Source: an optimization exercise on an open RTL-to-GDS flow (aim: small area). Production flows keep margins and buffers that such runs may drop.
Function was checked by simulation only, so behaviour that the tests miss may differ from the original.

run 1:
// demodulate
module demodulate (
    input  wire               clk,
    input  wire               rst_n,
    input  wire               valid_in,
    input  wire signed [31:0] real_in,
    input  wire signed [31:0] imag_in,
    output reg                valid_out,
    output wire signed [31:0] demod_out
);
    reg [13:0] a, b;
    wire [13:0] c = real_in[13:0];
    wire [13:0] d = imag_in[13:0];
    always @(posedge clk or negedge rst_n)
        if (!rst_n) begin a <= 14'd0; b <= 14'd0; end
        else if (valid_in) begin a <= c; b <= d; end
  wire eaone1 = a[0] ^ 1'b0;
  wire eatwo2 = (a[1] & ~a[0] & ~1'b0) | (~a[1] & a[0] & 1'b0);
  wire eaone3 = a[2] ^ a[1];
  wire eatwo4 = (a[3] & ~a[2] & ~a[1]) | (~a[3] & a[2] & a[1]);
  wire eaone5 = a[4] ^ a[3];
  wire eatwo6 = (a[5] & ~a[4] & ~a[3]) | (~a[5] & a[4] & a[3]);
  wire eaone7 = a[6] ^ a[5];
  wire eatwo8 = (a[7] & ~a[6] & ~a[5]) | (~a[7] & a[6] & a[5]);
  wire eaone9 = a[8] ^ a[7];
  wire eatwo10 = (a[9] & ~a[8] & ~a[7]) | (~a[9] & a[8] & a[7]);
  wire eaone11 = a[10] ^ a[9];
  wire eatwo12 = (a[11] & ~a[10] & ~a[9]) | (~a[11] & a[10] & a[9]);
  wire eaone13 = a[12] ^ a[11];
  wire eatwo14 = (a[13] & ~a[12] & ~a[11]) | (~a[13] & a[12] & a[11]);
  wire ebone15 = b[0] ^ 1'b0;
  wire ebtwo16 = (b[1] & ~b[0] & ~1'b0) | (~b[1] & b[0] & 1'b0);
  wire ebone17 = b[2] ^ b[1];
  ...
For scale: ~100 I/O pins, about 0.038 mm² of cells after synthesis.
Settings: LEC_CHECK=0, ABC_AREA=1, CAP_MARGIN=5, CORE_MARGIN=2, CORE_UTILIZATION=40, CTS_BUF_LIST=sky130_fd_sc_hd__clkbuf_4 sky130_fd_sc_hd__clkbuf_8, SLEW_MARGIN=5; clock period 10.0 ns.
run.sh (not shown) runs the stock make flow with config.mk's settings and CLKGATE_MAP_FILE= SYNTH_SCRIPT=/design/flow/synth_recipe.tcl, a recipe that flattens the netlist after the stock synthesis.
Run 1: all stages complete, timing, DRC and antenna checks passed
> inputs changed (run 1 -> run 2)
Settings: an added PLACE_DENSITY of 0.7; a change of SLEW_MARGIN from 5 to 20; a change of CAP_MARGIN from 5 to 20; a change of CORE_UTILIZATION from 40 to 60; a deleted CTS_BUF_LIST that had been sky130_fd_sc_hd__clkbuf_4 sky130_fd_sc_hd__clkbuf_8.
Notes after the runs:
- Row non-filler instance count after layout: run 2 lower / run 1 higher
- Compared to run 1, the routing of run 2 uses less wire.
- Compared with run 1, run 2 ends up with a smaller final cell area.
Setup changes, run 2 to run 3
Settings: removing PLACE_DENSITY (formerly 0.7); changing CORE_UTILIZATION from 60 to 40.
### Flow results
Run 3 completed every stage of the flow, and the final layout passed the timing, design-rule and antenna checks. [run 3] floorplan row count rose 20 relative to run 2. Length of routed met3 wiring came out lower on run 3 than on run 2. Of the two candidates, run 2 has the worse minimum period implied by the final worst setup slack and run 3 the better one. The wire length of run 3 was inferior to that of run 2. Summary — worst setup margin, run 3 relative to run 2: higher, by 0.087 ns. Relative to run 2, hold slack has increased by 0.014 ns in run 3.

Setup of JK:
Starting RTL as in the previous note.
==> flow/config.mk <==
export PLATFORM = sky130hd
export DESIGN_NAME = demodulate
export DESIGN_NICKNAME = demodulate
export VERILOG_FILES = /design/flow/design.v
export SDC_FILE = /design/flow/constraint.sdc
export NUM_CORES = 4
export LEC_CHECK = 0
export ABC_AREA = 1
export CAP_MARGIN = 20
export CORE_MARGIN = 2
export CORE_UTILIZATION = 40
export CTS_CLUSTER_SIZE = 25
export SLEW_MARGIN = 20
==> flow/constraint.sdc <==
create_clock -name core_clock -period 10.0 [get_ports {clk}]
set_input_delay 2.0000 -clock core_clock [delete_from_list [all_inputs] [get_ports {clk}]]
set_output_delay 2.0000 -clock core_clock [all_outputs]
set_load 0.01 [all_outputs]
standard.sh (not shown) runs the stock make flow with config.mk's settings and CLKGATE_MAP_FILE= SYNTH_SCRIPT=/design/flow/synth_recipe.tcl, a recipe that flattens the netlist after the stock synthesis.
==> flow/flow/run.sh <==
#!/bin/bash
# Own flow: the standard synthesis, then flow/invopt.py removes inverters around
# full adders and xor gates (a full adder is self-dual), then the standard layout
# of the modified netlist. Registers, their names and cell types are unchanged.
set -euo pipefail
W=$(pwd)
R=$W/orfs/results/$FLOW_PLATFORM/demodulate/base
bash standard.sh synth > "$W/flow_synth.log" 2>&1
cp "$R/1_2_yosys.v" "$W/1_2_yosys.standard.v"
python3 "$W/flow/invopt.py" "$W/1_2_yosys.standard.v" "$W/1_2_yosys.invopt.v" > "$W/flow_invopt.log" 2>&1
cp "$W/1_2_yosys.invopt.v" "$R/1_2_yosys.v"
rm -f "$R/1_synth.odb" "$R/1_synth.sdc"
bash standard.sh > "$W/flow_layout.log" 2>&1
==> flow/flow/invopt.py <==
#!/usr/bin/env python3
"""Remove inverters around full adders and xor gates in a Yosys-written sky130 netlist.

A full adder is self-dual: FA(~a,~b,~c) = (~sum, ~cout), so each full adder may be
'flipped' (fed complemented inputs; its outputs then carry complemented values).
An xor2/xnor2 gate takes its inputs in whichever polarity is at hand and picks
xor2 or xnor2 (same area) to give its output the polarity wanted. Flips are chosen
with greedy moves and simulated annealing (fixed seed) to minimise inverters; then every inverter not driving a port is rebuilt:
at most one inv_1 per signal that some load needs complemented. Registers and all
other cells keep their names, types and connections.
usage: invopt.py in.v out.v [report]
"""
import re, sys, collections

OUT_PINS = {'X', 'Y', 'Q', 'Q_N', 'SUM', 'COUT', 'HI', 'LO'}
src = open(sys.argv[1]).read()
m = re.search(r'^module\s+(\S+)\s*\((.*?)\);', src, re.M | re.S)
body_start = m.end()
endm = src.rindex('endmodule')
body = src[body_start:endm]
cell_re = re.compile(r'^\s*(sky130_fd_sc_hd__\w+)\s+(\S+)\s*\((.*?)\);', re.M | re.S)
pin_re = re.compile(r'\.(\w+)\(([^()]*)\)')
cells = []
first_cell = None
for cm in cell_re.finditer(body):
    if first_cell is None:
        first_cell = cm.start()
    typ, name, conns = cm.group(1), cm.group(2), cm.group(3)
    pins = [[p, n.strip()] for p, n in pin_re.findall(conns)]
    cells.append([typ, name, pins])
decls = body[:first_cell]
rest = body[first_cell:]
if cell_re.sub('', rest).strip():
    sys.stderr.write("unexpected non-cell statements\n")
    sys.exit(2)
ports = set()
for pm in re.finditer(r'^\s*(input|output)\s+(\[\d+:\d+\]\s+)?(\S+);', decls, re.M):
    rng, nm = pm.group(2), pm.group(3)
    if rng:
        hi, lo = map(int, re.findall(r'\d+', rng))
        for k in range(min(hi, lo), max(hi, lo) + 1):
            ports.add(f"{nm}[{k}]")
    ports.add(nm)

def is_inv(t): return re.match(r'sky130_fd_sc_hd__(clk)?inv_\d+$', t) is not None
def is_fa(t): return re.match(r'sky130_fd_sc_hd__fa_\d+$', t) is not None
XT = {'sky130_fd_sc_hd__xor2_1': ('sky130_fd_sc_hd__xnor2_1', 'X', 'Y'),
      'sky130_fd_sc_hd__xnor2_1': ('sky130_fd_sc_hd__xor2_1', 'Y', 'X')}
def is_x(t): return t in XT

driver = {}
for ci, (t, n, pins) in enumerate(cells):
    for p, net in pins:
        if p in OUT_PINS and net:
            driver[net] = (ci, p)
removable = set()
for ci, (t, n, pins) in enumerate(cells):
    if is_inv(t) and dict(pins)['Y'] not in ports:
        removable.add(ci)
memo = {}
def resolve(net):
    if net in memo:
        return memo[net]
    d = driver.get(net)
    if d is not None and d[0] in removable:
        b, par = resolve(dict(cells[d[0]][2])['A'])
        r = (b, par ^ 1)
    else:
        r = (net, 0)
    memo[net] = r
    return r

flex = {}          # cell index -> kind ('fa' or 'x')
for ci, (t, n, pins) in enumerate(cells):
    if is_fa(t): flex[ci] = 'fa'
    elif is_x(t): flex[ci] = 'x'
fixed0 = set()
out_of = {}        # base net -> flexible cell driving it
for ci in flex:
    for p, net in cells[ci][2]:
        if p in OUT_PINS and net:
            out_of[net] = ci
            if net in ports:
                fixed0.add(ci)
loads = []         # [cell, pin index, base, parity]
base_loads = collections.defaultdict(list)
in_bases = collections.defaultdict(list)
for ci, (t, n, pins) in enumerate(cells):
    if ci in removable:
        continue
    for pi, (p, net) in enumerate(pins):
        if p in OUT_PINS or not net or net.startswith("1'b") or net == 'clk':
            continue
        b, par = resolve(net)
        li = len(loads)
        loads.append((ci, pi, b, par))
        base_loads[b].append(li)
        in_bases[ci].append(b)
flip = collections.defaultdict(int)

def phi(b):
    return flip[out_of[b]] if b in out_of else 0
def req(li):
    ci, pi, b, par = loads[li]
    k = flex.get(ci)
    if k == 'x':
        return None
    return par ^ (flip[ci] if k == 'fa' else 0)
def need_inv(b):
    ph = phi(b)
    for li in base_loads[b]:
        r = req(li)
        if r is not None and r != ph:
            return 1
    return 0
def affected(ci):
    s = set(in_bases[ci]) if flex[ci] == 'fa' else set()
    for p, net in cells[ci][2]:
        if p in OUT_PINS and net:
            s.add(net)
    return s
before = sum(need_inv(b) for b in base_loads)
order = [ci for ci in flex if ci not in fixed0]
import random
rng = random.Random(1)
def greedy():
    for it in range(30):
        changed = 0
        for ci in order:
            aff = affected(ci)
            c0 = sum(need_inv(b) for b in aff)
            flip[ci] ^= 1
            c1 = sum(need_inv(b) for b in aff)
            if c1 < c0:
                changed += 1
            else:
                flip[ci] ^= 1
        if not changed:
            break
greedy()
cur = sum(need_inv(b) for b in base_loads)
best = cur
best_flip = dict(flip)
T = 1.0
for step in range(2000000):
    ci = order[rng.randrange(len(order))]
    aff = affected(ci)
    c0 = sum(need_inv(b) for b in aff)
    flip[ci] ^= 1
    c1 = sum(need_inv(b) for b in aff)
    dlt = c1 - c0
    if dlt <= 0 or rng.random() < pow(2.718, -dlt / T):
        cur += dlt
        if cur < best:
            best = cur
            best_flip = dict(flip)
    else:
        flip[ci] ^= 1
    if step % 100000 == 99999:
        T *= 0.8
flip.clear()
flip.update(best_flip)
greedy()
after = sum(need_inv(b) for b in base_loads)
sys.stderr.write(f"inverters: {sum(1 for c in cells if is_inv(c[0]))} in netlist, {len(removable)} removable; "
                 f"needed before {before}, after {after}; flipped {sum(flip[c] for c in flex)} of {len(flex)}\n")
# rebuild
newwires, newcells, inv_of = [], [], {}
k = 0
for b in sorted(base_loads):
    if need_inv(b):
        k += 1
        nn = f"_invopt_n{k}_"
        inv_of[b] = nn
        newwires.append(nn)
        newcells.append(["sky130_fd_sc_hd__inv_1", f"_invopt_c{k}_", [["A", b], ["Y", nn]]])
xdelta = collections.defaultdict(int)
for li, (ci, pi, b, par) in enumerate(loads):
    r = req(li)
    if r is None:          # xor input: take the base as it physically is
        net = b
        xdelta[ci] ^= phi(b) ^ par
    else:
        net = b if r == phi(b) else inv_of[b]
    cells[ci][2][pi][1] = net
for ci, kind in flex.items():
    if kind == 'x' and (xdelta[ci] ^ flip[ci]):
        t = cells[ci][0]
        nt, op, np_ = XT[t]
        cells[ci][0] = nt
        for pin in cells[ci][2]:
            if pin[0] == op:
                pin[0] = np_
def fmt(net):
    return net + ' ' if net.startswith('\\') else net
out = [src[:body_start], decls]
for nn in newwires:
    out.append(f"  wire {nn};\n")
for ci, (t, n, pins) in enumerate(cells):
    if ci in removable:
        continue
    out.append(f"  {t} {n} (\n" + ",\n".join(f"    .{p}({fmt(net)})" for p, net in pins) + "\n  );\n")
for t, n, pins in newcells:
    out.append(f"  {t} {n} (\n" + ",\n".join(f"    .{p}({fmt(net)})" for p, net in pins) + "\n  );\n")
out.append("endmodule\n")
open(sys.argv[2], 'w').write("".join(out))
JK ended with every stage complete and zero timing, DRC or antenna violations.
--- input diff JK..MS ---
Settings: CTS_CLUSTER_DIAMETER newly set to 100; CAP_MARGIN changed from 20 to 5; SLEW_MARGIN changed from 20 to 5; CTS_CLUSTER_SIZE changed from 25 to 24.
Results
- Both conditions hold for MS: the flow ran to the end and the final layout passed the timing, design-rule and antenna checks.
- Compared JK against MS; wire length on met2 within noise.
- Re core utilization: JK was higher than MS.
- Diff JK -> MS: overall via count from detail_route has decreased, design area has decreased.
- JK vs MS, category of the critical setup timing path: reg -> reg vs in -> reg
- There was hardly any difference in global-route usage between JK and MS.
- Delta(multi-input combinational area share, MS - JK) > 0
- Taking JK as the reference, in MS number of clock buffer instances in the layout dropped 26; final standard cell count with taps included and fillers excluded dropped 27; clock slew at the register clock pins of the worst setup and hold paths climbed 0.02 ns.
#### Input delta (AL over MS)
Settings: a change of CAP_MARGIN from 5 to 20; a deleted CTS_CLUSTER_DIAMETER that had been 100; a change of SLEW_MARGIN from 5 to 20; a deleted CTS_CLUSTER_SIZE that had been 24.
-- flow/flow/invopt.py --
<<< MS, line 6
An xor2/xnor2 gate takes its inputs in whichever polarity is at hand and picks
xor2 or xnor2 (same area) to give its output the polarity wanted. Flips are chosen
with greedy moves and simulated annealing (fixed seed) to minimise inverters; then every inverter not driving a port is rebuilt:
at most one inv_1 per signal that some load needs complemented. Registers and all
other cells keep their names, types and connections.
>>> AL, line 6
An xor2/xnor2 gate takes its inputs in whichever polarity is at hand and picks
xor2 or xnor2 (same area) to give its output the polarity wanted. Flips are chosen
greedily to minimise inverters; then every inverter not driving a port is rebuilt:
at most one inv_1 per signal that some load needs complemented. Registers and all
other cells keep their names, types and connections.
<<< MS, line 122
before = sum(need_inv(b) for b in base_loads)
order = [ci for ci in flex if ci not in fixed0]
import random
rng = random.Random(1)
def greedy():
    for it in range(30):
        changed = 0
        for ci in order:
            aff = affected(ci)
            c0 = sum(need_inv(b) for b in aff)
            flip[ci] ^= 1
            c1 = sum(need_inv(b) for b in aff)
            if c1 < c0:
                changed += 1
            else:
                flip[ci] ^= 1
        if not changed:
            break
greedy()
cur = sum(need_inv(b) for b in base_loads)
best = cur
best_flip = dict(flip)
T = 1.0
for step in range(2000000):
    ci = order[rng.randrange(len(order))]
    aff = affected(ci)
    c0 = sum(need_inv(b) for b in aff)
    flip[ci] ^= 1
    c1 = sum(need_inv(b) for b in aff)
    dlt = c1 - c0
    if dlt <= 0 or rng.random() < pow(2.718, -dlt / T):
        cur += dlt
        if cur < best:
            best = cur
            best_flip = dict(flip)
    else:
        flip[ci] ^= 1
    if step % 100000 == 99999:
        T *= 0.8
flip.clear()
flip.update(best_flip)
greedy()
after = sum(need_inv(b) for b in base_loads)
sys.stderr.write(f"inverters: {sum(1 for c in cells if is_inv(c[0]))} in netlist, {len(removable)} removable; "
>>> AL, line 122
before = sum(need_inv(b) for b in base_loads)
order = [ci for ci in flex if ci not in fixed0]
for it in range(30):
    changed = 0
    for ci in order:
        aff = affected(ci)
        c0 = sum(need_inv(b) for b in aff)
        flip[ci] ^= 1
        c1 = sum(need_inv(b) for b in aff)
        if c1 < c0 or (c1 == c0 and it % 2 == 1 and flex[ci] == 'x'):
            changed += 1 if c1 < c0 else 0
        else:
            flip[ci] ^= 1
    if not changed:
        break
after = sum(need_inv(b) for b in base_loads)
sys.stderr.write(f"inverters: {sum(1 for c in cells if is_inv(c[0]))} in netlist, {len(removable)} removable; "
Findings:
- Every run (MS and AL) finished clean.
- Compared with MS, in AL setup slack decreased by 0.010 ns relative to the old numbers, total wirelength of the detailed-routed design increased by 8.9% relative to the old numbers.
- There was hardly any difference in depth of the most critical reg-to-reg path between MS and AL.
- Between MS and AL, the difference in portion of the clock cycle consumed by the worst path in the final layout is negligible.
- Clock-buffer cell count (lower): MS
For TR, these inputs were changed with respect to AL:
-- flow/flow/invopt.py --
<<< AL, line 6
An xor2/xnor2 gate takes its inputs in whichever polarity is at hand and picks
xor2 or xnor2 (same area) to give its output the polarity wanted. Flips are chosen
greedily to minimise inverters; then every inverter not driving a port is rebuilt:
at most one inv_1 per signal that some load needs complemented. Registers and all
other cells keep their names, types and connections.
>>> TR, line 6
An xor2/xnor2 gate takes its inputs in whichever polarity is at hand and picks
xor2 or xnor2 (same area) to give its output the polarity wanted. Flips are chosen
with greedy moves and simulated annealing (fixed seed) to minimise inverters; then every inverter not driving a port is rebuilt:
at most one inv_1 per signal that some load needs complemented. Registers and all
other cells keep their names, types and connections.
<<< AL, line 122
before = sum(need_inv(b) for b in base_loads)
order = [ci for ci in flex if ci not in fixed0]
for it in range(30):
    changed = 0
    for ci in order:
        aff = affected(ci)
        c0 = sum(need_inv(b) for b in aff)
        flip[ci] ^= 1
        c1 = sum(need_inv(b) for b in aff)
        if c1 < c0 or (c1 == c0 and it % 2 == 1 and flex[ci] == 'x'):
            changed += 1 if c1 < c0 else 0
        else:
            flip[ci] ^= 1
    if not changed:
        break
after = sum(need_inv(b) for b in base_loads)
sys.stderr.write(f"inverters: {sum(1 for c in cells if is_inv(c[0]))} in netlist, {len(removable)} removable; "
>>> TR, line 122
before = sum(need_inv(b) for b in base_loads)
order = [ci for ci in flex if ci not in fixed0]
import random
rng = random.Random(1)
def greedy():
    for it in range(30):
        changed = 0
        for ci in order:
            aff = affected(ci)
            c0 = sum(need_inv(b) for b in aff)
            flip[ci] ^= 1
            c1 = sum(need_inv(b) for b in aff)
            if c1 < c0:
                changed += 1
            else:
                flip[ci] ^= 1
        if not changed:
            break
greedy()
cur = sum(need_inv(b) for b in base_loads)
best = cur
best_flip = dict(flip)
T = 1.0
for step in range(2000000):
    ci = order[rng.randrange(len(order))]
    aff = affected(ci)
    c0 = sum(need_inv(b) for b in aff)
    flip[ci] ^= 1
    c1 = sum(need_inv(b) for b in aff)
    dlt = c1 - c0
    if dlt <= 0 or rng.random() < pow(2.718, -dlt / T):
        cur += dlt
        if cur < best:
            best = cur
            best_flip = dict(flip)
    else:
        flip[ci] ^= 1
    if step % 100000 == 99999:
        T *= 0.8
flip.clear()
flip.update(best_flip)
greedy()
after = sum(need_inv(b) for b in base_loads)
sys.stderr.write(f"inverters: {sum(1 for c in cells if is_inv(c[0]))} in netlist, {len(removable)} removable; "
[summary]
- Status | TR and AL | clean
- The final reports for TR and AL show number of nets at the end of the flow lower in the former.
- TR gives less wire length of the first global-routing pass than AL did.
- The higher total number of vias came out of AL.
- Sequential share of layout area delta (TR -> AL): insignificant
- Maximum frequency came out higher on TR than on AL.
- Measured against each other, TR and AL differ in number of design-rule violations left by the first detailed-router iteration, the lower figure coming from TR.
Input changes introduced in PW (baseline for comparison: TR):
Settings: changing SLEW_MARGIN from 20 to 10; setting CTS_CLUSTER_SIZE to 24 for the first time; setting CTS_CLUSTER_DIAMETER to 100 for the first time; changing CAP_MARGIN from 20 to 10.
--- outcome ---
A library cell contributing the largest single delay on the critical path of sky130_fd_sc_hd__clkdlybuf4s50_1 is what PW shows, while sky130_fd_sc_hd__fa_1 belongs to TR. Of TR and PW, the lower synthesis-to-finish area growth belongs to PW. Final critical delay including setup and external delays ended up 0.081 ns higher on PW than on TR.

==> separate check: timing with driven ports <==
Ports are ideal in the flow. The routed layouts listed here were re-timed in OpenROAD. Step 1 sets driving cells, clkbuf_16 on the clock port and buf_2 on the other inputs (assumed; they add their load-dependent delay and slew). Step 2 times the ports against the registers' clock, not the clock port: input delays grow and output delays shrink by t, the midpoint of the rising clock arrivals with the driver on. Three values: no drivers, after step 1, after step 2; two values: the first two.
run	t (ns)	setup slack, ns	slew at the worst register clock pin (ns)
run 1	0.694	1.094 / 1.094 / 0.917	0.08 / 0.08
run 2	0.650	1.055 / 1.055 / 0.742	0.07 / 0.07
run 3	0.675	1.142 / 1.142 / 0.872	0.07 / 0.07
JK	0.669	1.211 / 1.211 / 0.585	0.07 / 0.07
MS	0.613	1.098 / 1.141 / 0.529	0.09 / 0.09
AL	0.670	1.088 / 1.088 / 0.755	0.08 / 0.08
TR	0.669	1.211 / 1.211 / 0.585	0.07 / 0.07
PW	0.611	1.130 / 1.173 / 0.562	0.09 / 0.09
After both steps every run listed still meets setup and hold.
